This is an optimization exercise on Yosys and OpenROAD, whose aim is small area, not a production implementation.
Function was checked by simulation only, so behaviour that the tests miss may differ from the original.
No run shown here takes its clock network from TritonCTS; it comes from the design's own scripts or RTL.
The clock port is modelled as an ideal driver, which makes a skipped or thinned clock tree look cheaper than it is; a real chip needs a root buffer or a tree.
No activity file was given, so power comes from the tool's default toggle rates.

$ cat flow/design.v
module ssdd(in, out);
	input [3:0] in;
	output [6:0] out;
	assign out[0] = (~in[0] & ~in[1] & in[2]) | (in[0] & ~in[1] & ~in[2] & ~in[3]);
	assign out[1] = (~in[0] & in[1] & in[2]) | (in[0] & ~in[1] & in[2]);
	assign out[2] = (~in[0] & in[1] & ~in[2]);
	assign out[3] = (in[0] & ~in[1] & ~in[2]) | (~in[0] & ~in[1] & in[2]) | (in[0] & in[1] & in[2]);
	assign out[4] = (in[0]) | (~in[1] & in[2]);
	assign out[5] = (in[1] & ~in[2]) | (in[0] & in[1]) | (in[0] & ~in[2] & ~in[3]);
	assign out[6] = (~in[1] & ~in[2] & ~in[3]) | (in[0] & in[1] & in[2]);
endmodule
module ssdd6(in, out);
	input [2:0] in;
	output [6:0] out;
	assign out[0] = (~in[0] & in[2]) | (in[0] & ~in[1] & ~in[2]);
	assign out[1] = (in[0] & in[2]);
	assign out[2] = (~in[0] & in[1]);
	assign out[3] = (~in[0] & in[2]) | (in[0] & ~in[1] & ~in[2]);
	assign out[4] = (in[0]) | (in[2]);
	assign out[5] = (in[1]) | (in[0] & ~in[2]);
	assign out[6] = (~in[1] & ~in[2]);
endmodule
module inc10(in, out);
	input [3:0] in;
	output [3:0] out;
	assign out[0] = (~in[0]);
	assign out[1] = (~in[0] & in[1]) | (in[0] & ~in[1] & ~in[3]);
	assign out[2] = (~in[0] & in[2]) | (~in[1] & in[2]) | (in[0] & in[1] & ~in[2]);
	assign out[3] = (~in[0] & in[3]) | (in[0] & in[1] & in[2]);
endmodule
module inc6(in, out);
	input [2:0] in;
	output [2:0] out;
	assign out[0] = (~in[0]);
	assign out[1] = (~in[0] & in[1]) | (in[0] & ~in[1] & ~in[2]);
	assign out[2] = (~in[0] & in[2]) | (in[0] & in[1]);
endmodule
module hour2dig(in, out);
	input [4:0] in;
	output [6:0] out;
	assign out[0] = (in[0]);
	assign out[1] = (in[1] & ~in[3] & ~in[4]) | (in[1] & in[2] & ~in[3]) | (~in[1] & ~in[2] & in[4]) | (~in[1] & in[2] & in[3]);
	assign out[2] = (in[1] & in[2] & ~in[4]) | (~in[1] & ~in[2] & in[4]) | (in[2] & ~in[3] & ~in[4]);
	assign out[3] = (in[1] & ~in[2] & in[4]) | (~in[1] & ~in[2] & in[3]);
	assign out[4] = (~in[2] & in[4]) | (in[2] & in[3]) | (in[1] & in[3]);
	assign out[5] = (in[2] & in[4]);
	assign out[6] = 1'b0;
endmodule
module clock_24hr(clk, rst, tick, sw0, sw1, sw2, sw3, btn0, btn1, btn2, ssd3, ssd2, ssd1, ssd0, alarm_set, leds);
	input clk;
	input rst;
	input tick;
	input sw0, sw1, sw2, sw3;
	input btn0, btn1, btn2;
	output [6:0] ssd0, ssd1, ssd2, ssd3;
	output alarm_set;
	output [9:0] leds;
	reg [6:0] cs;            
	reg [3:0] su, mu;        
	reg [2:0] st, mt;        
	reg [4:0] hr;            
	reg [3:0] amu;           
	reg [2:0] amt;           
	reg [4:0] ahr;           
	reg rp, rs, o0, o1, en1, led;
	reg [1:0] y;             
	assign alarm_set = ~sw3;
	assign leds = {10{led}};
	wire [3:0] su_i, mu_i, amu_i, mu1_i;
	wire [2:0] st_i, mt_i, amt_i, mt1_i;
	inc10 i_su (su, su_i);
	inc6  i_st (st, st_i);
	wire cs_wrap = cs[6] & cs[5] & cs[1] & cs[0];    
	wire cs98    = cs[6] & cs[5] & cs[1] & ~cs[0];   
	wire [6:0] cs_n = cs_wrap ? 7'd0 : cs + 7'd1;
	wire su9 = (su == 4'd9);
	wire st5 = (st == 3'd5);
	wire c_s = cs_wrap & su9;             
	wire c_m = c_s & st5;                 
	wire [3:0] su_n = cs_wrap ? (su9 ? 4'd0 : su_i) : su;
	wire [2:0] st_n = c_s ? (st5 ? 3'd0 : st_i) : st;
	wire setm = y[1];
	wire add_m = setm & ~btn0 & o0;
	wire add_h = setm & (btn0 == o0) & ~btn1 & o1;
	wire o0_n = setm ? btn0 : o0;
	wire o1_n = (setm & (btn0 == o0)) ? btn1 : o1;
	wire bm = ~y[0] & add_m, bh = ~y[0] & add_h;
	inc10 i_mu (mu, mu_i);
	inc6  i_mt (mt, mt_i);
	wire mu9 = (mu == 4'd9), mt5 = (mt == 3'd5);
	wire [3:0] mu1 = bm ? (mu9 ? 4'd0 : mu_i) : mu;
	wire [2:0] mt1 = (bm & mu9) ? (mt5 ? 3'd0 : mt_i) : mt;
	wire bhr = bh | (bm & mu9 & mt5);
	wire [4:0] hr1 = bhr ? ((hr == 5'd23) ? 5'd0 : hr + 5'd1) : hr;
	inc10 i_mu1 (mu1, mu1_i);
	inc6  i_mt1 (mt1, mt1_i);
	wire mu19 = (mu1 == 4'd9), mt15 = (mt1 == 3'd5);
	wire chr = c_m & mu19 & mt15;
	wire [3:0] mu_n = c_m ? (mu19 ? 4'd0 : mu1_i) : mu1;
	wire [2:0] mt_n = (c_m & mu19) ? (mt15 ? 3'd0 : mt1_i) : mt1;
	wire [4:0] hr_n = chr ? ((hr1 == 5'd23) ? 5'd0 : hr1 + 5'd1) : hr1;
	wire am = y[0] & add_m, ah = y[0] & add_h;
	inc10 i_amu (amu, amu_i);
	inc6  i_amt (amt, amt_i);
	wire amu9 = (amu == 4'd9), amt5 = (amt == 3'd5);
	wire [3:0] amu_n = am ? (amu9 ? 4'd0 : amu_i) : amu;
	wire [2:0] amt_n = (am & amu9) ? (amt5 ? 3'd0 : amt_i) : amt;
	wire ahinc = ah | (am & amu9 & amt5);
	wire [4:0] ahr_n = ahinc ? ((ahr == 5'd23) ? 5'd0 : ahr + 5'd1) : ahr;
	wire nobtn = btn0 & btn1 & btn2;
	wire match = (su == 4'd0) & (st == 3'd0) & (mu == amu) & (mt == amt) & (hr == ahr);
	wire ring = rp | (rs & match);
	reg [1:0] Y;
	always @(*) begin
		case (y)
			2'd0: Y = sw0 ? 2'd1 : sw1 ? 2'd2 : sw2 ? 2'd3 : 2'd0;
			2'd1: Y = sw0 ? 2'd1 : 2'd0;
			2'd2: Y = sw1 ? 2'd2 : 2'd0;
			default: Y = sw2 ? 2'd3 : 2'd0;
		endcase
	end
	always @(posedge clk) begin
		en1 <= tick & cs98;
		if (rst) begin
			cs <= 7'd0;
			su <= 4'd0; st <= 3'd0; mu <= 4'd0; mt <= 3'd0; hr <= 5'd0;
			amu <= 4'd0; amt <= 3'd0; ahr <= 5'd0;
			rp <= 1'b0; rs <= 1'b0; o0 <= 1'b1; o1 <= 1'b1; y <= 2'd0; led <= 1'b0;
		end else begin
			if (en1) led <= ring & ~led;
			if (tick) begin
				cs <= cs_n;
				su <= su_n; st <= st_n;
				mu <= mu_n; mt <= mt_n; hr <= hr_n;
				amu <= amu_n; amt <= amt_n; ahr <= ahr_n;
				rp <= ring & nobtn; rs <= sw3 & nobtn;
				o0 <= o0_n; o1 <= o1_n;
				y <= Y;
			end
		end
	end
	wire isB = ~y[1] & y[0], isD = y[1] & y[0];
	wire [2:0] ht;
	wire [3:0] hu;
	hour2dig h2d (isD ? ahr : hr, {ht, hu});
	wire [2:0] d3 = isB ? mt : ht;
	wire [3:0] d2 = isB ? mu : hu;
	wire [2:0] d1 = isB ? st : isD ? amt : mt;
	wire [3:0] d0 = isB ? su : isD ? amu : mu;
	ssdd6 seg3 (d3, ssd3);
	ssdd  seg2 (d2, ssd2);
	ssdd6 seg1 (d1, ssd1);
	ssdd  seg0 (d0, ssd0);
endmodule
$ cat flow/flow/run.sh
#!/bin/bash
# Own layout flow: the standard synthesis, then the combinational logic between
# the registers re-mapped by ABC for area (registers kept as they are, by name
# and cell), then the standard layout with single-size port buffers.
set -euo pipefail
W=$(pwd)
F=$W/flow
R=$W/orfs/results/$FLOW_PLATFORM/clock_24hr/base
LIB=$FLOW_HOME/platforms/sky130hd/lib/sky130_fd_sc_hd__tt_025C_1v80.lib
YOSYS=$FLOW_HOME/../tools/install/yosys/bin/yosys

# 1. standard synthesis (the standard flow's script, unchanged)
bash standard.sh "$R/1_2_yosys.v" > "$W/1_standard_synth.log" 2>&1
cp "$R/1_2_yosys.v" "$W/standard_1_2_yosys.v"

# 2. re-map the combinational cells; flip-flops stay as black boxes
DONT_USE=""
for c in $(sed -n '/^export DONT_USE_CELLS/,/^$/p' "$FLOW_HOME/platforms/sky130hd/config.mk" | grep -o 'sky130_fd_sc_hd__[a-z0-9_]*'); do
  DONT_USE="$DONT_USE -dont_use $c"
done
# ABC's deepsyn is randomised: map with several seeds in parallel, keep the smallest
remap() {
  local S=$1
  sed "s/@SEED@/$S/" "$F/remap.abc" > "$W/remap_$S.abc"
  cat > "$W/remap_$S.ys" <<EOY
read_liberty -ignore_miss_func $LIB
blackbox sky130_fd_sc_hd__dfxtp_1
read_verilog $W/standard_1_2_yosys.v
hierarchy -top $FLOW_TOP
flatten
opt_clean
abc -script $W/remap_$S.abc -liberty $LIB $DONT_USE
opt_clean
write_verilog -noattr -nohex -nodec $W/remapped_raw_$S.v
design -reset
read_liberty -lib $LIB
read_verilog $W/remapped_raw_$S.v
hierarchy -top $FLOW_TOP
tee -o $W/remap_after_$S.txt stat -liberty $LIB
setundef -zero
splitnets
opt_clean -purge
hilomap -singleton -hicell sky130_fd_sc_hd__conb_1 HI -locell sky130_fd_sc_hd__conb_1 LO
insbuf -buf sky130_fd_sc_hd__buf_1 A X
opt_clean -purge
check -assert -mapped
write_verilog -noattr -nohex -nodec $W/remapped_$S.v
EOY
  "$YOSYS" -s "$W/remap_$S.ys" > "$W/2_remap_$S.log" 2>&1
}
pids=""
for S in 1 2 3 4; do remap $S & pids="$pids $!"; done
for p in $pids; do wait $p; done
best=""; bestarea=""
for S in 1 2 3 4; do
  a=$(grep -o "Chip area for module .*: [0-9.]*" "$W/remap_after_$S.txt" | awk '{print $NF}')
  echo "seed $S: $a" >> "$W/2_remap_choice.log"
  if [[ -z "$best" ]] || awk -v x="$a" -v y="$bestarea" 'BEGIN{exit !(x < y)}'; then best=$S; bestarea=$a; fi
done
echo "kept seed $best" >> "$W/2_remap_choice.log"
cp "$W/remapped_$best.v" "$W/remapped.v"
cp "$W/remapped.v" "$R/1_2_yosys.v"

# 3. the standard placement from the re-mapped netlist, with single-size port buffers
export BUFFER_PORTS_ARGS="-buffer_cell sky130_fd_sc_hd__buf_1"
export PRE_GLOBAL_PLACE_TCL="$F/pre_gpl.tcl"
bash standard.sh place > "$W/3_place.log" 2>&1

# 4. clock buffers in place of CTS
RESULTS=$R CLKBUF=${CLKBUF:-sky130_fd_sc_hd__clkbuf_8} CLKBUF_NX=${CLKBUF_NX:-3} CLKBUF_NY=${CLKBUF_NY:-1} \
  openroad -no_init -exit "$F/clock.tcl" > "$W/4_clock.log" 2>&1
cp "$R/3_place.sdc" "$R/4_cts.sdc"

# 5. the rest of the standard flow
bash standard.sh finish > "$W/5_finish.log" 2>&1
$ cat flow/flow/clock.tcl
# Clock buffering in place of CTS: the flip-flops are split by position into
# CLKBUF_NX x CLKBUF_NY groups, each driven by one CLKBUF cell fed from the
# clock port.
set R $::env(RESULTS)
read_db $R/3_place.odb
set block [ord::get_db_block]
set master [[ord::get_db] findMaster $::env(CLKBUF)]
set clk [$block findNet clk]
set lst {}
foreach it [$clk getITerms] {
  set inst [$it getInst]
  set box [$inst getBBox]
  lappend lst [list [expr {([$box xMin] + [$box xMax]) / 2}] [expr {([$box yMin] + [$box yMax]) / 2}] $it]
}
# CLKBUF_NX strips by x, each split into CLKBUF_NY groups by y
set nx $::env(CLKBUF_NX)
set ny $::env(CLKBUF_NY)
proc chunks {l k} {
  set out {}
  set n [llength $l]
  for {set i 0} {$i < $k} {incr i} {
    lappend out [lrange $l [expr {($i * $n) / $k}] [expr {(($i + 1) * $n) / $k - 1}]]
  }
  return $out
}
set groups {}
foreach strip [chunks [lsort -integer -index 0 $lst] $nx] {
  foreach grp [chunks [lsort -integer -index 1 $strip] $ny] { lappend groups $grp }
}
set g 0
foreach grp $groups {
  if {[llength $grp] == 0} { continue }
  set sx 0; set sy 0
  foreach e $grp { incr sx [lindex $e 0]; incr sy [lindex $e 1] }
  set cx [expr {$sx / [llength $grp]}]
  set cy [expr {$sy / [llength $grp]}]
  set net [odb::dbNet_create $block clknet_$g]
  $net setSigType CLOCK
  set buf [odb::dbInst_create $block $master clkbuf_$g]
  $buf setLocation $cx $cy
  $buf setPlacementStatus PLACED
  foreach e $grp {
    set it [lindex $e 2]
    $it disconnect
    $it connect $net
  }
  [$buf findITerm A] connect $clk
  [$buf findITerm X] connect $net
  puts "clock group $g: [llength $grp] sinks, buffer at $cx $cy"
  incr g
}
global_connect
detailed_placement
check_placement -verbose
write_db $R/4_1_cts.odb
$ cat flow/flow/pre_gpl.tcl
# Global placement runs without timing-driven mode (the clock period is far
# longer than any path), so remove synthesis's pass-through buffers here, as
# the timing-driven mode would.
remove_buffers
$ cat flow/flow/remap.abc
strash
balance
rewrite
refactor
balance
rewrite
rewrite -z
balance
refactor -z
rewrite -z
balance
&get -n
&deepsyn -T 60 -S @SEED@
&put
balance
rewrite
refactor
balance
rewrite
rewrite -z
balance
refactor -z
rewrite -z
balance
dch -f
amap -m
$ cat flow/standard.sh
#!/bin/bash
# synth_recipe.tcl (not shown) runs the flow's synth.tcl, then flattens the netlist and writes it again
# the make line also repeats each setting of config.mk as NAME=value (left out here)
make -C /OpenROAD-flow-scripts/flow DESIGN_CONFIG=/design/flow/config.mk WORK_HOME=/design/flow/orfs CLKGATE_MAP_FILE= SYNTH_SCRIPT=/design/flow/synth_recipe.tcl "${@:-finish}"
$ cat flow/config.mk
export PLATFORM = sky130hd
export DESIGN_NAME = clock_24hr
export DESIGN_NICKNAME = clock_24hr
export VERILOG_FILES = /design/flow/design.v
export SDC_FILE = /design/flow/constraint.sdc
export NUM_CORES = 4
export LEC_CHECK = 0
export ABC_AREA = 1
export CAP_MARGIN = 20
export CORE_MARGIN = 2
export CORE_UTILIZATION = 70
export GPL_TIMING_DRIVEN = 0
export SLEW_MARGIN = 20
$ cat flow/constraint.sdc
create_clock -name core_clock -period 600.0 [get_ports {clk}]
set_input_delay 120.0000 -clock core_clock [delete_from_list [all_inputs] [get_ports {clk}]]
set_output_delay 120.0000 -clock core_clock [all_outputs]
set_load 0.01 [all_outputs]
==> run summary, run 1 <==
- Via count of the first global-routing pass: 2245
- Setup-violating endpoint count in the final report: 0
- Final WL: 5755 µm
- Number of nets with antenna violations after detailed routing: 0
- Port Buffers: 48
- Status: no timing/DRC/antenna violations
- Total number of nets in the final design: 382
- Area of the die: 3960 µm²
- Clk pin slew, worst setup/hold paths: 90 ps
- Row count: 21
- Part of the total power dissipated in sequential elements: 0.591
- Delay contributed by the slowest stage of the critical path: 130 ps
- Die Ht: 62.93 µm
- Share of final-layout standard cells stronger than drive strength 1: 0.01081
- Hold Fails Final Rpt: 0
- Wire length of the first global-routing pass: 9742 µm
- Unrepaired setup endpoints after global routing: no
- Share of the clock period used by the worst path after layout: 0.4005
- Top cell by count, worst path: sky130_fd_sc_hd__buf_1
- Max transition margin: 0.4932
- Non-Filler Instances: 416
- Crit path arrival time: 120280 ps
- Antenna diode count: 0
- Via density per instance: around 6.0
- Grt total ovfl: 0
- Kind of launch point of the worst setup path: input pin
- Overall fraction of global-route tracks in use: 0.2924
- Ports placed on the boundary: 49
- Max capacitance violation total: 0
- Global placer's final weighted congestion: 0.8609
- Starting density of the core: 0.7285
- Post-route DRC: 0
- Number of vias in the routed layout: about 2500
- Worst hold-check path type: register to register
- Clock period minus final worst setup slack: 240280 ps
- Post-route clock skew: 13.55 ps
- Slew at the pin closest to its max-slew limit: 757.3 ps
- Post-route cell area: 2569 µm²
- Mean Syn Cell Area: 6.810 µm²
- Die Wd: 62.93 µm
- Gate Count Post-Synth: 357
- Endpoint kind of the worst setup timing path: primary output
- Core region area: 3337 µm²
- Max Fclk: 4.162 MHz
- Clk network pwr share: 0.238
- Net switching power of the design: 0.001443 mW
- Startpoint-to-endpoint class of the critical path: input pin to primary output
- Internal Dissipation: 0.003844 mW
- Routed length per instance: about 14 µm
- Total half-perimeter wirelength after legalization and detailed placement: approximately 4300 µm
- Net count after synthesis: 367
- Highest-delay cell along the critical path: sky130_fd_sc_hd__buf_1
- Sw Share: 0.2729
- Detailed Route Iter0 Violations: approximately 300
- Area grow syn2layout: 5.661%
- Chain of cells forming the critical path: buf_1 -> clkinv_1 -> buf_1
- Pwr Density: 2.059 nW/µm²
- Register-to-Register Path Depth: 19
- Combinational power share: 0.171
- Worst hold-check slack: 469.8 ps
- Final setup TNS: 0 ps
- Number of antenna violations at the first check in global routing: 0
- Standard cell area after detailed placement: between 2000 and 3000 µm²
- Number of warnings printed during yosys synthesis: 1
- First-pass iteration count of the detailed router: 8
- Placed insts: 413
- Required time reported for the critical path endpoint: roughly 480000 ps
- IR drop worst, VDD: 0.000001991 V
- Pin count of the biggest net entering global routing: 26
- Fill cells: 269
- Clock latency (worst-skew pair): between 150 and 200 ps
- Leak pwr: 0.8876 nW
- Cell area after technology mapping: 2431 µm²
- Maximum fanout count along the critical path: 2
- Fin. max-slew vios: 0
- Number of stages on the worst hold path: 1
metal layers:
metal | global-route usage | up-vias | wire length [µm]
li1 | - | 1264 | -
met1 | 0.3603 | 1106 | 2425
met2 | 0.5652 | 107 | 2886
met3 | 0.01622 | 9 | 383
met4 | 0.04167 | 0 | 59
met5 | 0 | - | 0
stage by stage:
| stage | setup WS [ps] | utilization | total power, mW |
|---|---|---|---|
| floorplan | 359910 | - | 0.003898 |
| global placement | 359730 | 0.7570 | 0.004055 |
| detailed placement | 359710 | 0.7570 | 0.004081 |
| global route | 359700 | 0.7698 | 0.005489 |
| finish | 359720 | 0.7698 | 0.005288 |
flip-flops by register name, indices dropped and copies added (netlist names), 2 cells and up, named ones only:
name,count
ahr,5
amt,2
amu,4
cs,7
hr,5
mt,3
mu,4
st,2
su,4
y,2
final timing paths:
path	startpoint	slack [ps]	endpoint
worst max-delay path	sw3	359720	alarm_set
worst min-delay path	cs[0]$_SDFFE_PP0P_	470	en1$_DFF_P_
worst max register to register	cs[1]$_SDFFE_PP0P_	596010	hr[4]$_SDFFE_PP0P_
worst min register to register	cs[0]$_SDFFE_PP0P_	470	en1$_DFF_P_
layout make-up:
type / instances / area [µm²] / share of cell area
buffer: 3 / 41.29 / 0.01607
multi-input combinational: 232 / 1214 / 0.4725
tap: 46 / 57.56 / 0.02241
sequential: 46 / 920.9 / 0.3585
timing repair buffer: 48 / 181.4 / 0.07063
inverter: 41 / 153.9 / 0.05991
worst max-delay path: cells and delay by family:
kind	cells	cell delay (ps)
buffers and inverters	3	280
power groups by stage:
stage | logic (mW) | clock network, mW | registers (mW)
final | 0.000906 | 0.00126 | 0.00312
after global routing | 0.00101 | 0.00135 | 0.00313
after detailed placement | 0.000889 | 0 | 0.00319
after global placement | 0.000863 | 0 | 0.00319
after floorplan | 0.000717 | 0 | 0.00318
cells in the final DEF (no fill, tap or decap), types with 5 or more instances in the layout:
master and instances:
sky130_fd_sc_hd__a211oi_1 10, sky130_fd_sc_hd__a21oi_1 25, sky130_fd_sc_hd__a221oi_1 5, sky130_fd_sc_hd__a222oi_1 5
sky130_fd_sc_hd__a22oi_1 6, sky130_fd_sc_hd__and3_1 5, sky130_fd_sc_hd__buf_1 47, sky130_fd_sc_hd__clkinv_1 41
sky130_fd_sc_hd__dfxtp_1 46, sky130_fd_sc_hd__nand2_1 25, sky130_fd_sc_hd__nor2_1 68, sky130_fd_sc_hd__nor3_1 15
sky130_fd_sc_hd__o21a_1 5, sky130_fd_sc_hd__o21ai_0 23, sky130_fd_sc_hd__o22ai_1 18
==> run 2, diff against run 1 <==
--- a/flow/flow/run.sh
+++ b/flow/flow/run.sh
@@ -50,7 +50,9 @@
 }
-pids=""
-for S in 1 2 3 4; do remap $S & pids="$pids $!"; done
-for p in $pids; do wait $p; done
+for round in 0 1; do
+  pids=""
+  for k in 1 2 3 4; do remap $((round * 4 + k)) & pids="$pids $!"; done
+  for p in $pids; do wait $p; done
+done
 best=""; bestarea=""
-for S in 1 2 3 4; do
+for S in 1 2 3 4 5 6 7 8; do
   a=$(grep -o "Chip area for module .*: [0-9.]*" "$W/remap_after_$S.txt" | awk '{print $NF}')
==> run 2 against run 1 <==
  * Still clean on timing, DRC and antenna
  * Core utilization is the same
  * Sequential share of layout area is the same
  * Fmax is the same
  * Highest routed layer unchanged
==> run summary, run 2 <==
- Startpoint-to-endpoint class of the critical path: input pin to primary output
- Final WL: 5755 µm (unchanged)
- Fin. max-slew vios: 0 (unchanged)
- Cell area after technology mapping: 2431 µm² (unchanged)
- Footprint of the multi-input gates: 1214 µm² (unchanged)
- Via density per instance: 5.976 (unchanged)
- Grt total ovfl: 0 (unchanged)
- Area grow syn2layout: 5.661% (unchanged)
- Total number of nets in the final design: 382 (unchanged)
- Via count of the first global-routing pass: 2245 (unchanged)
- Total half-perimeter wirelength after legalization and detailed placement: 4316 µm (unchanged)
- Total area of sequential cells: 920.9 µm² (unchanged)
- Setup-violating endpoint count in the final report: 0 (unchanged)
- Slew at the pin closest to its max-slew limit: 757.3 ps (unchanged)
- Fill cells: 269 (unchanged)
- Sw Share: 0.2729 (unchanged)
- Clock period minus final worst setup slack: 240280 ps (unchanged)
- Startpoint of the most critical hold path: cs[0]$_SDFFE_PP0P_
- Max capacitance violation total: 0 (unchanged)
- Crit. Startpoint: sw3
- Mean Syn Cell Area: 6.810 µm² (unchanged)
- Register with the most flip-flops: cs
- Clk pin slew, worst setup/hold paths: 90 ps (about the same)
- Share of final-layout standard cells stronger than drive strength 1: 0.01081 (unchanged)
- Net count after synthesis: 367 (unchanged)
- First-pass iteration count of the detailed router: 8 (unchanged)
- Leak pwr: 0.8876 nW (unchanged)
- Hold Fails Final Rpt: 0 (unchanged)
- Die Ht: 62.93 µm (unchanged)
- Internal Dissipation: 0.003844 mW (unchanged)
- Number of antenna violations at the first check in global routing: 0 (unchanged)
- Endpoint kind of the worst setup timing path: primary output
- IR drop worst, VDD: 0.000001991 V (unchanged)
- Crit path arrival time: 120280 ps (about the same)
- Area of the die: 3960 µm² (unchanged)
- Routed length per instance: 13.83 µm (unchanged)
- Maximum fanout count along the critical path: 2 (unchanged)
- Global placer's final weighted congestion: 0.8609 (unchanged)
- Required time reported for the critical path endpoint: 480000 ps (about the same)
- Ports placed on the boundary: 49 (unchanged)
- Gate Count Post-Synth: 357 (unchanged)
- Status: no timing/DRC/antenna violations
- Worst hold-check path type: register to register
- Most common cell after layout, fill and taps aside: sky130_fd_sc_hd__nor2_1
- Number of vias in the routed layout: 2486 (unchanged)
- Starting density of the core: 0.7285 (unchanged)
- Combinational power share: 0.171 (about the same)
- Final setup TNS: 0 ps (unchanged)
- Net switching power of the design: 0.001443 mW (unchanged)
- Core region area: 3337 µm² (unchanged)
- Flip-flop count of the largest register, all copies and words added: 7 (unchanged)
- Antenna diode count: 0 (unchanged)
- Share of the clock period used by the worst path after layout: 0.4005 (unchanged)
- Post-route clock skew: 13.55 ps (unchanged)
- Clock latency (worst-skew pair): 160 ps (about the same)
- Highest-count cells in the layout ignoring fill and taps: sky130_fd_sc_hd__nor2_1 (68), sky130_fd_sc_hd__buf_1 (47), sky130_fd_sc_hd__dfxtp_1 (46)
- Die Wd: 62.93 µm (unchanged)
- R2r startpoint: cs[1]$_SDFFE_PP0P_
- Number of nets with antenna violations after detailed routing: 0 (unchanged)
- Part of the total power dissipated in sequential elements: 0.591 (about the same)
- Overall fraction of global-route tracks in use: 0.2924 (unchanged)
- Pin count of the biggest net entering global routing: 26 (unchanged)
- Port Buffers: 48 (unchanged)
- Max Fclk: 4.162 MHz (unchanged)
- Largest registers: cs: 7 flops, ahr: 5 flops, hr: 5 flops
- Row count: 21 (unchanged)
- Detailed Route Iter0 Violations: 302 (unchanged)
- Post-route DRC: 0 (unchanged)
- Post-route core utilization: 0.7698 (unchanged)
- Number of warnings printed during yosys synthesis: 1 (unchanged)
- Pwr Density: 2.059 nW/µm² (unchanged)
- Wire length of the first global-routing pass: 9742 µm (unchanged)
- Kind of launch point of the worst setup path: input pin
- Clk network pwr share: 0.238 (about the same)
- Max transition margin: 0.4932 (unchanged)
- Unrepaired setup endpoints after global routing: no
run 2: final timing paths:
| path | end | cells past startpoint | slack [ps] |
|---|---|---|---|
| worst max register to register | hr[4]$_SDFFE_PP0P_ | 19 | 596010 |
| worst min-delay path | en1$_DFF_P_ | 1 | 470 |
| worst max-delay path | alarm_set | 3 | 359720 |
| worst min register to register | en1$_DFF_P_ | 1 | 470 |
run 2: layout make-up:
class	count	area share
Timing Repair Buffer	48	0.07063
Multi-Input combinational cell	232	0.4725
Sequential cell	46	0.3585
Buffer	3	0.01607
Tap cell	46	0.02241
Inverter	41	0.05991
run 2: power by group through the flow:
stage	Combinational (mW)	Sequential, mW	Clock (mW)
after floorplan	0.000717	0.00318	0
after global placement	0.000863	0.00319	0
after detailed placement	0.000889	0.00319	0
after global routing	0.00101	0.00313	0.00135
final	0.000906	0.00312	0.00126
run 2: metrics by stage:
step | area, µm² | power (mW) | setup WS [ps] | hold WS (ps) | instances
after floorplan | 2431 | 0.003898 | 359910 | 427.2 | 357
after global placement | 2526 | 0.004055 | 359730 | 455.6 | 413
after detailed placement | 2526 | 0.004081 | 359710 | 446.9 | 413
after global routing | 2569 | 0.005489 | 359700 | 509.3 | 416
final | 2569 | 0.005288 | 359720 | 469.8 | 416
run 2: layer usage:
metal / track usage / vias up / wire (µm)
met1: 0.3603 / 1106 / 2425
li1: - / 1264 / -
met5: 0 / - / 0
met4: 0.04167 / 0 / 59
met3: 0.01622 / 9 / 383
met2: 0.5652 / 107 / 2886
run 2: worst max-delay path, cell delays in order:
cell and delay, ps:
sky130_fd_sc_hd__buf_1 80, sky130_fd_sc_hd__clkinv_1 70, sky130_fd_sc_hd__buf_1 130
==> run 3, diff against run 2 <==
--- a/flow/design.v
+++ b/flow/design.v
@@ -122,4 +122,4 @@
 	always @(posedge clk) begin
-		en1 <= tick & cs98;
 		if (rst) begin
+			en1 <= 1'b0;
 			cs <= 7'd0;
@@ -129,2 +129,3 @@
 		end else begin
+			en1 <= tick & cs98;
 			if (en1) led <= ring & ~led;
==> run 3 against run 2 <==
  * Still clean
  * Worst setup slack improved by 17 ps
  * Final area is 0.58% higher
  * Power shrank 5.7%
  * Global-route usage decreased by 1.1 points
  * Critical path depth unchanged
  * Final cell count is 0.48% lower
  * Critical path type unchanged
  * Largest cell class unchanged
==> run summary, run 3 <==
- Gate Count Post-Synth: 355 (-0.56%)
- Die Wd: 63.13 µm (+0.32%)
- Area grow syn2layout: 5.573% (about the same)
- Flip-flop count of the largest register, all copies and words added: 7 (unchanged)
- Internal Dissipation: 0.003759 mW (-2.2%)
- Number of antenna violations at the first check in global routing: 0 (unchanged)
- Area of the die: 3985 µm² (+0.64%)
- Pwr Density: 1.929 nW/µm² (-6.3%)
- Total power: 0.004984 mW (-5.7%)
- Fill cells: 276 (+2.6%)
- Clk network pwr share: 0.245 (+0.007)
- Net count after synthesis: 365 (-0.54%)
- Slew at the pin closest to its max-slew limit: 1110 ps (+353.0 ps)
- Most common cell after layout, fill and taps aside: sky130_fd_sc_hd__nor2_1
- Antenna diode count: 0 (unchanged)
- Highest-count cells in the layout ignoring fill and taps: sky130_fd_sc_hd__nor2_1 (62), sky130_fd_sc_hd__buf_1 (48), sky130_fd_sc_hd__dfxtp_1 (46)
- Global placer's final weighted congestion: 0.8663 (+0.63%)
- Placed insts: 411 (-0.48%)
- Post-route clock skew: 8.953 ps (-4.598 ps)
- Post-route cell area: 2584 µm² (+0.58%)
- Overall fraction of global-route tracks in use: 0.2811 (-0.01135)
- Worst hold-check path type: register to register
- Share of the clock period used by the worst path after layout: 0.4004 (about the same)
- Leak pwr: 0.9014 nW (+1.6%)
- Highest-delay cell along the critical path: sky130_fd_sc_hd__buf_1
- Part of the total power dissipated in sequential elements: 0.629 (+0.038)
- Register-to-Register Path Depth: 21 (+2)
- Cell area after technology mapping: 2447 µm² (+0.67%)
- Detailed Route Iter0 Violations: 270 (-11%)
- Required time reported for the critical path endpoint: 480000 ps (about the same)
- Crit path arrival time: 120260 ps (-20 ps)
- Post-route DRC: 0 (unchanged)
- Via count of the first global-routing pass: 2140 (-4.7%)
- Clock latency (worst-skew pair): 150 ps (about the same)
- Max transition margin: 0.2598 (-0.2335)
- Max capacitance violation total: 0 (unchanged)
- First-pass iteration count of the detailed router: 5 (-3)
- Dpl ws: 359740 ps (+25.00 ps)
- Setup-violating endpoint count in the final report: 0 (unchanged)
- Unrepaired setup endpoints after global routing: no
- Status: no timing/DRC/antenna violations
- Combinational power share: 0.126 (-0.045)
- Total half-perimeter wirelength after legalization and detailed placement: 4022 µm (-6.8%)
- Sw Share: 0.2455 (-0.02738)
- Fin. max-slew vios: 0 (unchanged)
- Largest registers: cs: 7 flops, ahr: 5 flops, hr: 5 flops
- Pin count of the biggest net entering global routing: 23 (-12%)
- Port Buffers: 48 (unchanged)
- Clk pin slew, worst setup/hold paths: 90 ps (about the same)
- Starting density of the core: 0.7334 (+0.004874)
- Net switching power of the design: 0.001224 mW (-15%)
- Startpoint-to-endpoint class of the critical path: input pin to primary output
- Delay contributed by the slowest stage of the critical path: 130 ps (about the same)
- Max Fclk: 4.162 MHz (about the same)
- Maximum fanout count along the critical path: 2 (unchanged)
- Row count: 21 (unchanged)
- Mean Syn Cell Area: 6.894 µm² (+1.2%)
- Grt total ovfl: 0 (unchanged)
- Number of stages on the worst hold path: 2 (+1)
- Final WS setup: 359740 ps (+17.00 ps)
- Hold Fails Final Rpt: 0 (unchanged)
- Standard cell area after detailed placement: 2542 µm² (+0.64%)
- Non-Filler Instances: 414 (-0.48%)
- Via density per instance: 6.058 (+1.4%)
- Core region area: 3337 µm² (unchanged)
- Number of nets with antenna violations after detailed routing: 0 (unchanged)
- Die Ht: 63.13 µm (+0.32%)
- Top cell by count, worst path: sky130_fd_sc_hd__buf_1
- Chain of cells forming the critical path: buf_1 -> clkinv_1 -> buf_1
- Total number of nets in the final design: 380 (-0.52%)
- Share of final-layout standard cells stronger than drive strength 1: 0.008152 (-0.002659)
- Wire length of the first global-routing pass: 9508 µm (-2.4%)
- Final setup TNS: 0 ps (unchanged)
- IR drop worst, VDD: 0.000002682 V (+35%)
- Final WL: 5456 µm (-5.2%)
- Register with the most flip-flops: cs
- Endpoint kind of the worst setup timing path: primary output
- Number of warnings printed during yosys synthesis: 1 (unchanged)
- Routed length per instance: 13.18 µm (-4.7%)
- Number of vias in the routed layout: 2508 (+0.88%)
- Ports placed on the boundary: 49 (unchanged)
- Kind of launch point of the worst setup path: input pin
- Clock period minus final worst setup slack: 240260 ps (-17.00 ps)
run 3: path summary, 6_finish.rpt:
path / startpoint / to / slack [ps]
max reg2reg: cs[0]$_SDFFE_PP0P_ / hr[4]$_SDFFE_PP0P_ / 595450
min: cs[6]$_SDFFE_PP0P_ / cs[6]$_SDFFE_PP0P_ / 480
max: sw3 / alarm_set / 359740
min reg2reg: cs[6]$_SDFFE_PP0P_ / cs[6]$_SDFFE_PP0P_ / 480
run 3: routing by layer:
metal  track usage  up-vias  part of all wire
met4       0.03889        0             0.012
met3       0.01607       10             0.084
li1              -     1250                 -
met2        0.4747      116              0.45
met1        0.4066     1132              0.45
met5             0        -                 0
run 3: power groups by stage:
stage	Clock, mW	Combinational [mW]	Sequential (mW)
5_1_grt	0.00132	0.000708	0.00314
3_5_place_dp	0	0.000620	0.00320
6_report	0.00122	0.000630	0.00313
3_3_place_gp	0	0.000607	0.00320
2_1_floorplan	0	0.000483	0.00319
run 3: layout make-up:
cell class / instances / area (µm²) / area share
tap: 46 / 57.56 / 0.02228
multi-input combinational: 232 / 1237 / 0.4789
timing repair buffer: 48 / 180.2 / 0.06973
sequential: 46 / 920.9 / 0.3564
buffer: 3 / 41.29 / 0.01598
inverter: 39 / 146.4 / 0.05666
run 3: critical path: cells and delay by family:
| kind | cells | cell delay [ps] |
|---|---|---|
| buffers and inverters | 3 | 270 |
run 3: through the flow:
step	utilization	hold WS, ps
2_1_floorplan	-	435.3
3_3_place_gp	0.7619	453.5
3_5_place_dp	0.7619	464.3
5_1_grt	0.7743	502.8
6_report	0.7743	481.3
==> run 4, diff against run 3 <==
--- a/flow/design.v
+++ b/flow/design.v
@@ -122,4 +122,4 @@
 	always @(posedge clk) begin
+		en1 <= tick & cs98;
 		if (rst) begin
-			en1 <= 1'b0;
 			cs <= 7'd0;
@@ -129,3 +129,2 @@
 		end else begin
-			en1 <= tick & cs98;
 			if (en1) led <= ring & ~led;
--- a/flow/flow/run.sh
+++ b/flow/flow/run.sh
@@ -71,3 +71,3 @@
 # 4. clock buffers in place of CTS
-RESULTS=$R CLKBUF=${CLKBUF:-sky130_fd_sc_hd__clkbuf_8} CLKBUF_NX=${CLKBUF_NX:-3} CLKBUF_NY=${CLKBUF_NY:-1} \
+RESULTS=$R CLKBUF=${CLKBUF:-sky130_fd_sc_hd__clkbuf_4} CLKBUF_NX=${CLKBUF_NX:-2} CLKBUF_NY=${CLKBUF_NY:-2} \
   openroad -no_init -exit "$F/clock.tcl" > "$W/4_clock.log" 2>&1
--- a/flow/config.mk
+++ b/flow/config.mk
@@ -10,3 +10,3 @@
 export CORE_MARGIN = 2
-export CORE_UTILIZATION = 70
+export CORE_UTILIZATION = 80
 export GPL_TIMING_DRIVEN = 0
==> run 4 against run 3 <==
  * Final cell count fell by 2.4%
  * Via count rose by 2.7%
  * Clock skew rose by 0.78 ps
  * Largest power group unchanged
==> run summary, run 4 <==
- Global placer's final weighted congestion: 0.8962 (+3.5%)
- Die Wd: 59.13 µm (-6.3%)
- Final setup TNS: 0 ps (unchanged)
- Largest registers: cs: 7 flops, ahr: 5 flops, hr: 5 flops
- Area grow syn2layout: 4.478%
- Total half-perimeter wirelength after legalization and detailed placement: 4452 µm (+11%)
- Crit path arrival time: 120270 ps (about the same)
- Register-to-Register Path Depth: 19 (-9.5%)
- Pwr Density: 2.009 nW/µm² (+4.2%)
- Setup-violating endpoint count in the final report: 0 (unchanged)
- Net count after synthesis: 367 (+0.55%)
- R2r endpoint: hr[4]$_SDFFE_PP0P_
- Register with the most flip-flops: cs
- Detailed Route Iter0 Violations: 285 (+5.6%)
- Starting density of the core: 0.8164 (+0.08298)
- Fill cells: 190 (-31%)
- Startpoint of the most critical hold path: cs[0]$_SDFFE_PP0P_
- Highest-count cells in the layout ignoring fill and taps: sky130_fd_sc_hd__nor2_1 (68), sky130_fd_sc_hd__buf_1 (48), sky130_fd_sc_hd__dfxtp_1 (46)
- Maximum fanout count along the critical path: 2 (unchanged)
- First-pass iteration count of the detailed router: 5 (unchanged)
- Mean Syn Cell Area: 6.810 µm² (-1.2%)
- Gate Count Post-Synth: 357 (+0.56%)
- Number of vias in the routed layout: 2575 (+2.7%)
- Overall fraction of global-route tracks in use: 0.3327 (+0.05164)
- Post-route DRC: 0 (unchanged)
- Row count: 20 (-4.8%)
- Port Buffers: 48 (unchanged)
- IR drop worst, VDD: 0.000001629 V (-39%)
- Required time reported for the critical path endpoint: 480000 ps (about the same)
- Hold Path End: en1$_DFF_P_
- Share of the clock period used by the worst path after layout: 0.4005 (about the same)
- R2r startpoint: cs[1]$_SDFFE_PP0P_
- Core region area: 2978 µm² (-11%)
- Worst hold-check path type: register to register
- Routed length per instance: 14.57 µm (+11%)
- Hold Fails Final Rpt: 0 (unchanged)
- Clk pin slew, worst setup/hold paths: 110 ps (+20 ps)
- Antenna diode count: 0 (unchanged)
- Die Ht: 59.13 µm (-6.3%)
- Status: no timing/DRC/antenna violations
- Non-Filler Instances: 404 (-2.4%)
- Flip-flop count of the largest register, all copies and words added: 7 (unchanged)
- Number of warnings printed during yosys synthesis: 1 (unchanged)
- Clock period minus final worst setup slack: 240270 ps (+7.000 ps)
- Max Fclk: 4.162 MHz (about the same)
- Total number of nets in the final design: 383 (+0.79%)
- Max transition margin: 0.2618 (+0.001975)
- Most common cell after layout, fill and taps aside: sky130_fd_sc_hd__nor2_1
- Number of stages on the worst hold path: 1 (-1)
- Via count of the first global-routing pass: 2143 (+0.14%)
- Share of final-layout standard cells stronger than drive strength 1: 0.01078 (+0.002629)
- Grt total ovfl: 0 (unchanged)
- Startpoint-to-endpoint class of the critical path: input pin to primary output
- Number of nets with antenna violations after detailed routing: 0 (unchanged)
- Area of the die: 3496 µm² (-12%)
- Leak pwr: 0.8814 nW (-2.2%)
- Slew at the pin closest to its max-slew limit: 1107 ps (-2.963 ps)
- Total area of sequential cells: 920.9 µm² (unchanged)
- Pin count of the biggest net entering global routing: 26 (+13%)
- Cell area after technology mapping: 2431 µm² (-0.66%)
- Post-route clock skew: 9.731 ps (+0.7779 ps)
- Kind of launch point of the worst setup path: input pin
- Placed insts: 400 (-2.7%)
- Final WL: 5885 µm (+7.9%)
- Fin. max-slew vios: 0 (unchanged)
- Ports placed on the boundary: 49 (unchanged)
- Via density per instance: 6.374 (+5.2%)
- Unrepaired setup endpoints after global routing: no
- Wire length of the first global-routing pass: 9335 µm (-1.8%)
- Clock latency (worst-skew pair): 180 ps (+30 ps)
- Worst reg2reg setup slack: 595910 ps (+460 ps)
- Max capacitance violation total: 0 (unchanged)
- Footprint of the multi-input gates: 1214 µm² (-1.9%)
- Number of antenna violations at the first check in global routing: 0 (unchanged)
- Endpoint kind of the worst setup timing path: primary output
==> run 4: cell types whose count changed in the layout (fill, tap and decap cells not counted), moves of 4 or more <==
cell / delta
sky130_fd_sc_hd__or2_0: -5
sky130_fd_sc_hd__a21oi_1: +8
sky130_fd_sc_hd__nor2_1: +6
sky130_fd_sc_hd__clkbuf_4: +4
==> run 4: worst max-delay path by stage <==
stage / start / endpoint / slack (ps)
global route: sw3 / alarm_set / 359710
detailed placement: sw3 / alarm_set / 359730
finish: sw3 / alarm_set / 359730
global placement: sw3 / alarm_set / 359730
floorplan: sw3 / alarm_set / 359910
==> run 4: power by group <==
part	leakage, nW	total [mW]	switching, mW	internal, mW
combinational	0.492	0.000905	0.000609	0.000296
clock	0.0184	0.00107	0.000750	0.000321
sequential	0.371	0.00313	0.0000410	0.00309
==> run 4: metrics by stage <==
step	worst slack, ps	total power, mW	hold WS [ps]	instance area (µm²)	util
2_1_floorplan	359910	0.003898	427.2	2431	-
3_3_place_gp	359730	0.004047	453.5	2510	0.8429
3_5_place_dp	359730	0.004083	446.3	2510	0.8429
5_1_grt	359710	0.005299	490.6	2540	0.8529
6_report	359730	0.005103	470.4	2540	0.8529
==> run 4: routing by layer <==
layer,global-route usage,vias up,part of all wire
li1,-,1259,-
met1,0.4050,1163,0.40
met2,0.6175,138,0.50
met3,0.05022,15,0.084
met4,0.06818,0,0.019
met5,0,-,0
==> run 4: cell type report <==
class                   instances  share of cell area
flip-flops and latches         46              0.3626
well taps                      33             0.01626
inverters                      41             0.06059
repair buffers                 48             0.07094
multi-input cells             232              0.4778
plain buffers                   4             0.01182
==> run 4: worst max-delay path, stage by stage <==
cell	delay, ps
sky130_fd_sc_hd__buf_1	70
sky130_fd_sc_hd__clkinv_1	70
sky130_fd_sc_hd__buf_1	130

[re-timing with driven ports]
How much do the figures lean on ideal ports? The routed layouts below were timed once more, with nothing changed but the port constraints.
Step 1 assumes that a clkbuf_16 drives the clock port and a buf_2 every other input.
Step 2 adds t to the input delays and takes it off the output delays; t is the mean of the earliest and latest rising clock arrival at the registers after step 1. Input paths then give back, and output paths get back, about the clock's delay inside the block.
Three values: no drivers, after step 1, after step 2; two values: the first two.
run | shift t [ns] | setup WS [ns] | latest minus earliest clock arrival (ns)
run 1 | 0.198 | 359.719 / 359.693 / 359.693 | 0.014 / 0.014
run 2 | 0.198 | 359.719 / 359.693 / 359.693 | 0.014 / 0.014
run 3 | 0.196 | 359.736 / 359.710 / 359.710 | 0.009 / 0.009
run 4 | 0.222 | 359.729 / 359.707 / 359.707 | 0.010 / 0.009
After both steps setup and hold are still met in every run listed.
